This is an optimization exercise on Yosys and OpenROAD, whose aim is small area, a short achievable clock period and few clock cycles per item, not a production implementation.
Where RTL was checked, it was by simulation tests only, not by an equivalence proof against the original.
No activity file was given, so power comes from the tool's default toggle rates.

== run 1 ==
// mini_gpu
module mini_gpu #(
    parameter PIXEL_WIDTH           = 8,
    parameter ADDR_WIDTH            = 18,
    parameter FILTER_WIDTH          = 2,
    parameter ARRAY_WIDTH           = 4,
    parameter ZP_IMAGE_WIDTH        = 34,
    parameter ZP_IMAGE_HEIGHT       = 34
)(
    input                      i_clk,
    input                      i_nrst,
    input   [PIXEL_WIDTH-1:0]  i_mem_pixel,
    output  [ADDR_WIDTH-1 :0]  o_mem_addr,
    input                      i_start_pulse,
    input   [FILTER_WIDTH-1:0] i_filter_type,
    output                     o_finish_pulse,
    output                     o_filtered_wstb,
    output  [ADDR_WIDTH-1 :0]  o_filtered_addr,
    output  [PIXEL_WIDTH-1:0]  o_filtered_pixel
);
Size: roughly 710 cells after synthesis, about 200 flip-flops.
clock: 20.0 ns
lec_check: 0
cap_margin: 20
core_margin: 2
core_utilization: 50
slew_margin: 20
standard.sh (not shown) runs the stock make flow with config.mk's settings and CLKGATE_MAP_FILE= SYNTH_SCRIPT=/design/flow/synth_recipe.tcl, a recipe that flattens the netlist after the stock synthesis.
==> flow/flow/run.sh <==
#!/bin/bash
# Standard layout, with plain buffers on the ports, a lighter clock tree, and
# stronger cells on the output paths (flow/pre_dpl.tcl, before detailed
# placement).
set -euo pipefail
bash standard.sh \
  "BUFFER_PORTS_ARGS=-buffer_cell sky130_fd_sc_hd__buf_1" \
  "CTS_ARGS=-sink_clustering_enable -repair_clock_nets -dont_use_dummy_load -buf_list sky130_fd_sc_hd__clkbuf_8 -root_buf sky130_fd_sc_hd__clkbuf_16 -sink_clustering_size 16 -sink_clustering_max_diameter 150" \
  "PRE_DETAIL_PLACE_TCL=$PWD/flow/pre_dpl.tcl" \
  SKIP_REPAIR_TIE_FANOUT=1 \
  finish > standard.log 2>&1
==> flow/flow/pre_dpl.tcl <==
# Before detailed placement: give the output ports stronger port buffers and
# stronger flip-flops to drive them (same cells, higher drive strength).
set up {
  sky130_fd_sc_hd__buf_1   sky130_fd_sc_hd__buf_2
  sky130_fd_sc_hd__dfxtp_1 sky130_fd_sc_hd__dfxtp_2
  sky130_fd_sc_hd__dfrtp_1 sky130_fd_sc_hd__dfrtp_2
}
proc driver_of {net} {
  foreach pin [get_pins -quiet -of_objects $net] {
    if {[get_property $pin direction] == "output"} { return [get_cells -of_objects $pin] }
  }
  return ""
}
set n 0
foreach port [get_ports *] {
  if {[get_property $port direction] != "output"} continue
  set buf [driver_of [get_nets [get_full_name $port]]]
  if {$buf == ""} continue
  set ref [get_property $buf ref_name]
  if {![dict exists $up $ref]} continue
  replace_cell [get_full_name $buf] [dict get $up $ref]
  incr n
  set ff [driver_of [get_nets -of_objects [get_pins [get_full_name $buf]/A]]]
  if {$ff == ""} continue
  set fref [get_property $ff ref_name]
  if {[dict exists $up $fref]} {
    replace_cell [get_full_name $ff] [dict get $up $fref]
    incr n
  }
}
puts "pre_dpl: resized $n cells"
Testbench counts of run 1, summed over its fixed seeds: cycles 35,616, frames 24.
--- input diff run 1..run 2 ---
-- flow/flow/run.sh --
<<< run 1, line 9
  "PRE_DETAIL_PLACE_TCL=$PWD/flow/pre_dpl.tcl" \
  SKIP_REPAIR_TIE_FANOUT=1 \
  finish > standard.log 2>&1
>>> run 2, line 9
  "PRE_DETAIL_PLACE_TCL=$PWD/flow/pre_dpl.tcl" \
  finish > standard.log 2>&1
Findings:
Reported for run 2 and run 1, number of failing hold endpoints at the final stage turned out identical to the last digit.
Summary — sequential share of layout area, run 2 relative to run 1: lower, by 0.33 points.
From run 1 to run 2 the numbers moved as follows: worst slack on hold paths fell 0.0045 ns, routed wire length about even, routed length on met3 fell 81 um, number of placed cells counting well taps rose 1.6%, worst setup slack about even.
Non-clock buffer count delta for run 2 relative to run 1: 1 higher
Input changes introduced in run 3 (baseline for comparison: run 2):
-- flow/flow/run.sh --
<<< run 2, line 9
  "PRE_DETAIL_PLACE_TCL=$PWD/flow/pre_dpl.tcl" \
  finish > standard.log 2>&1
>>> run 3, line 9
  "PRE_DETAIL_PLACE_TCL=$PWD/flow/pre_dpl.tcl" \
  SKIP_REPAIR_TIE_FANOUT=1 \
  SETUP_SLACK_MARGIN=15.2 \
  finish > standard.log 2>&1
==> summary.txt <==
- Compared to run 2, run 3 has number of DRC violations after detailed-routing iteration 0 about 1.4% higher.
- Run 2 -> run 3: worst hold slack flat
- In terms of share of final layout cell area taken by clock buffers and inverters, run 3 and run 2 differ only marginally.
- Compared with run 2, in run 3 maximum vdd drop up 17%; HPWL reported at the end of detailed placement has decreased; post-synth design cell area about even; met3 capacity usage during global routing shrank by 0.15 points.
- Diff run 3..run 2 | critical path depth | negligible
- Going from run 2 to run 3, power grew slightly.
- STATUS via count of the routed design: run 3 loses against run 2
- Relative to run 2, the core utilization of the finished layout of run 3 is higher by 2.2 points.

---

mini_gpu, a different RTL version from the one above (not shown whole).
Size: ~670 cells after synthesis, about 7300 um2 of cells after synthesis.
// mini_gpu
module mini_gpu #(
    parameter PIXEL_WIDTH           = 8,
    parameter ADDR_WIDTH            = 18,
    parameter FILTER_WIDTH          = 2,
    parameter ARRAY_WIDTH           = 4,
    parameter ZP_IMAGE_WIDTH        = 34,
    parameter ZP_IMAGE_HEIGHT       = 34
)(
    input                      i_clk,
    input                      i_nrst,
    input   [PIXEL_WIDTH-1:0]  i_mem_pixel,
    output  [ADDR_WIDTH-1 :0]  o_mem_addr,
    input                      i_start_pulse,
    input   [FILTER_WIDTH-1:0] i_filter_type,
    output                     o_finish_pulse,
    output                     o_filtered_wstb,
    output  [ADDR_WIDTH-1 :0]  o_filtered_addr,
    output  [PIXEL_WIDTH-1:0]  o_filtered_pixel
);
export LEC_CHECK = 0
export CAP_MARGIN = 20
export CORE_MARGIN = 2
export CORE_UTILIZATION = 50
export SLEW_MARGIN = 20
create_clock -name core_clock -period 20.0 [get_ports {i_clk}]
==> flow/flow/run.sh <==
#!/bin/bash
# Standard layout, with plain buffers on the ports, a lighter clock tree, and
# stronger cells on the output paths (flow/pre_dpl.tcl, before detailed
# placement).
set -euo pipefail
bash standard.sh \
  "BUFFER_PORTS_ARGS=-buffer_cell sky130_fd_sc_hd__buf_1" \
  "CTS_ARGS=-sink_clustering_enable -repair_clock_nets -dont_use_dummy_load -buf_list sky130_fd_sc_hd__clkbuf_8 -root_buf sky130_fd_sc_hd__clkbuf_16 -sink_clustering_size 16 -sink_clustering_max_diameter 150" \
  "PRE_DETAIL_PLACE_TCL=$PWD/flow/pre_dpl.tcl" \
  SKIP_REPAIR_TIE_FANOUT=1 \
  finish > standard.log 2>&1
==> flow/flow/pre_dpl.tcl <==
# Before detailed placement: give the output ports stronger port buffers and
# stronger flip-flops to drive them (same cells, higher drive strength).
set up {
  sky130_fd_sc_hd__buf_1   sky130_fd_sc_hd__buf_2
  sky130_fd_sc_hd__dfxtp_1 sky130_fd_sc_hd__dfxtp_2
  sky130_fd_sc_hd__dfrtp_1 sky130_fd_sc_hd__dfrtp_2
}
# flip-flops that also drive logic of their own
set up4 {
  sky130_fd_sc_hd__dfxtp_1 sky130_fd_sc_hd__dfxtp_4
  sky130_fd_sc_hd__dfrtp_1 sky130_fd_sc_hd__dfrtp_4
}
proc driver_of {net} {
  foreach pin [get_pins -quiet -of_objects $net] {
    if {[get_property $pin direction] == "output"} { return [get_cells -of_objects $pin] }
  }
  return ""
}
set n 0
foreach port [get_ports *] {
  if {[get_property $port direction] != "output"} continue
  set buf [driver_of [get_nets [get_full_name $port]]]
  if {$buf == ""} continue
  set ref [get_property $buf ref_name]
  if {![dict exists $up $ref]} continue
  replace_cell [get_full_name $buf] [dict get $up $ref]
  incr n
  set ff [driver_of [get_nets -of_objects [get_pins [get_full_name $buf]/A]]]
  if {$ff == ""} continue
  set fref [get_property $ff ref_name]
  set loads [llength [get_pins -quiet -of_objects [get_nets -of_objects [get_pins [get_full_name $buf]/A]]]]
  if {$loads > 3 && [dict exists $up4 $fref]} {
    replace_cell [get_full_name $ff] [dict get $up4 $fref]
    incr n
  } elseif {[dict exists $up $fref]} {
    replace_cell [get_full_name $ff] [dict get $up $fref]
    incr n
  }
}
puts "pre_dpl: resized $n cells"
Testbench counts at the start, summed over its fixed seeds: cycles 35,658, frames 24.
Then changed:
--- a/flow/flow/run.sh
+++ b/flow/flow/run.sh
@@ -8 +8 @@
-  "CTS_ARGS=-sink_clustering_enable -repair_clock_nets -dont_use_dummy_load -buf_list sky130_fd_sc_hd__clkbuf_8 -root_buf sky130_fd_sc_hd__clkbuf_16 -sink_clustering_size 16 -sink_clustering_max_diameter 150" \
+  "CTS_ARGS=-sink_clustering_enable -repair_clock_nets -dont_use_dummy_load -buf_list sky130_fd_sc_hd__clkbuf_16 -root_buf sky130_fd_sc_hd__clkbuf_16 -sink_clustering_size 24 -sink_clustering_max_diameter 150" \
Effect: The changed run finished with timing, DRC and antenna clean. Sequential power is about the same. Setup slack is worse by 37 ps. Cell count does not change. Design area goes up by 2.3%. Combinational power stays flat. Hold slack improved by 3.1 ps. Routed wire length barely changes. Clock skew went down by 18 ps.
Then changed:
--- a/flow/flow/run.sh
+++ b/flow/flow/run.sh
@@ -8 +8 @@
-  "CTS_ARGS=-sink_clustering_enable -repair_clock_nets -dont_use_dummy_load -buf_list sky130_fd_sc_hd__clkbuf_16 -root_buf sky130_fd_sc_hd__clkbuf_16 -sink_clustering_size 24 -sink_clustering_max_diameter 150" \
+  "CTS_ARGS=-sink_clustering_enable -repair_clock_nets -dont_use_dummy_load -buf_list sky130_fd_sc_hd__clkbuf_8 -root_buf sky130_fd_sc_hd__clkbuf_16 -sink_clustering_size 16 -sink_clustering_max_diameter 150" \
Settings changed: PLACE_DENSITY set to 0.8.
Register-to-register slack degrades by 390 ps.
Die area stays the same.
Wire length hardly moves.
Core utilization falls by 1.3 points.
Combinational power stays flat.

---

Another version of the RTL of mini_gpu (not shown whole).
For scale: ~200 flip-flops.
export LEC_CHECK = 0
export CAP_MARGIN = 20
export CORE_MARGIN = 2
export CORE_UTILIZATION = 50
export SLEW_MARGIN = 20
create_clock -name core_clock -period 20.0 [get_ports {i_clk}]
==> flow/flow/run.sh <==
#!/bin/bash
# Standard layout, with plain buffers on the ports, a lighter clock tree, and
# stronger cells on the output paths (flow/pre_dpl.tcl, before detailed
# placement).
set -euo pipefail
bash standard.sh \
  "BUFFER_PORTS_ARGS=-buffer_cell sky130_fd_sc_hd__buf_1" \
  "CTS_ARGS=-sink_clustering_enable -repair_clock_nets -dont_use_dummy_load -buf_list sky130_fd_sc_hd__clkbuf_8 -root_buf sky130_fd_sc_hd__clkbuf_16 -sink_clustering_size 16 -sink_clustering_max_diameter 150" \
  "PRE_DETAIL_PLACE_TCL=$PWD/flow/pre_dpl.tcl" \
  finish > standard.log 2>&1
==> flow/flow/pre_dpl.tcl <==
# Before detailed placement: give the output ports stronger port buffers and
# stronger flip-flops to drive them (same cells, higher drive strength).
set up {
  sky130_fd_sc_hd__buf_1   sky130_fd_sc_hd__buf_4
  sky130_fd_sc_hd__dfxtp_1 sky130_fd_sc_hd__dfxtp_4
  sky130_fd_sc_hd__dfrtp_1 sky130_fd_sc_hd__dfrtp_4
}
proc driver_of {net} {
  foreach pin [get_pins -quiet -of_objects $net] {
    if {[get_property $pin direction] == "output"} { return [get_cells -of_objects $pin] }
  }
  return ""
}
set n 0
foreach port [get_ports *] {
  if {[get_property $port direction] != "output"} continue
  set buf [driver_of [get_nets [get_full_name $port]]]
  if {$buf == ""} continue
  set ref [get_property $buf ref_name]
  if {![dict exists $up $ref]} continue
  replace_cell [get_full_name $buf] [dict get $up $ref]
  incr n
  set ff [driver_of [get_nets -of_objects [get_pins [get_full_name $buf]/A]]]
  if {$ff == ""} continue
  set fref [get_property $ff ref_name]
  if {[dict exists $up $fref]} {
    replace_cell [get_full_name $ff] [dict get $up $fref]
    incr n
  }
}
puts "pre_dpl: resized $n cells"
The starting point produced a clean layout.
Next try:
--- a/flow/flow/pre_dpl.tcl
+++ b/flow/flow/pre_dpl.tcl
@@ -3,5 +3,5 @@
 set up {
-  sky130_fd_sc_hd__buf_1   sky130_fd_sc_hd__buf_4
-  sky130_fd_sc_hd__dfxtp_1 sky130_fd_sc_hd__dfxtp_4
-  sky130_fd_sc_hd__dfrtp_1 sky130_fd_sc_hd__dfrtp_4
+  sky130_fd_sc_hd__buf_1   sky130_fd_sc_hd__buf_2
+  sky130_fd_sc_hd__dfxtp_1 sky130_fd_sc_hd__dfxtp_2
+  sky130_fd_sc_hd__dfrtp_1 sky130_fd_sc_hd__dfrtp_2
 }
Hold slack got worse by 0.0082 ns.
Routed wire length falls by 0.45%.
Combinational power came out lower by about 0.9%.
Die area does not change.
No functional check of the RTL was part of any run of this note.

afterwards: timing with drivers on the ports:
In the flow no input, the clock included, has a driving cell. The finished layouts below were timed again as built, in two steps. Step 1, drivers: a clkbuf_16 drives i_clk and a buf_2 each remaining input, both assumed. Step 2 adds t to the input delays and takes it off the output delays; t is the mean of the earliest and latest rising clock arrival at the registers after step 1. Input paths then give back, and output paths get back, about the clock's delay inside the block. Three values: ideal, step 1, step 2; two values: the first two.
run	t, ns	setup slack, ns	worst register clock-pin slew, ns
run 1	0.405	15.080 / 15.042 / 14.813	0.10 / 0.10
run 2	0.408	15.082 / 15.045 / 14.806	0.11 / 0.11
run 3	0.405	15.102 / 15.060 / 14.909	0.11 / 0.11
the first run of note 2	0.403	15.112 / 15.071 / 14.872	0.09 / 0.09
the second run of note 2	0.452	15.074 / 15.032 / 14.867	0.07 / 0.07
the third run of note 2	0.401	15.078 / 15.041 / 14.870	0.10 / 0.10
the first run of note 3	0.410	15.015 / 14.973 / 15.382	0.12 / 0.12
the second run of note 3	0.417	15.097 / 15.055 / 15.379	0.12 / 0.12
After both steps every run listed still meets setup and hold. The setup slack of run 2, which loses most, moves by -0.037 ns with the drivers and by -0.276 ns with both steps.
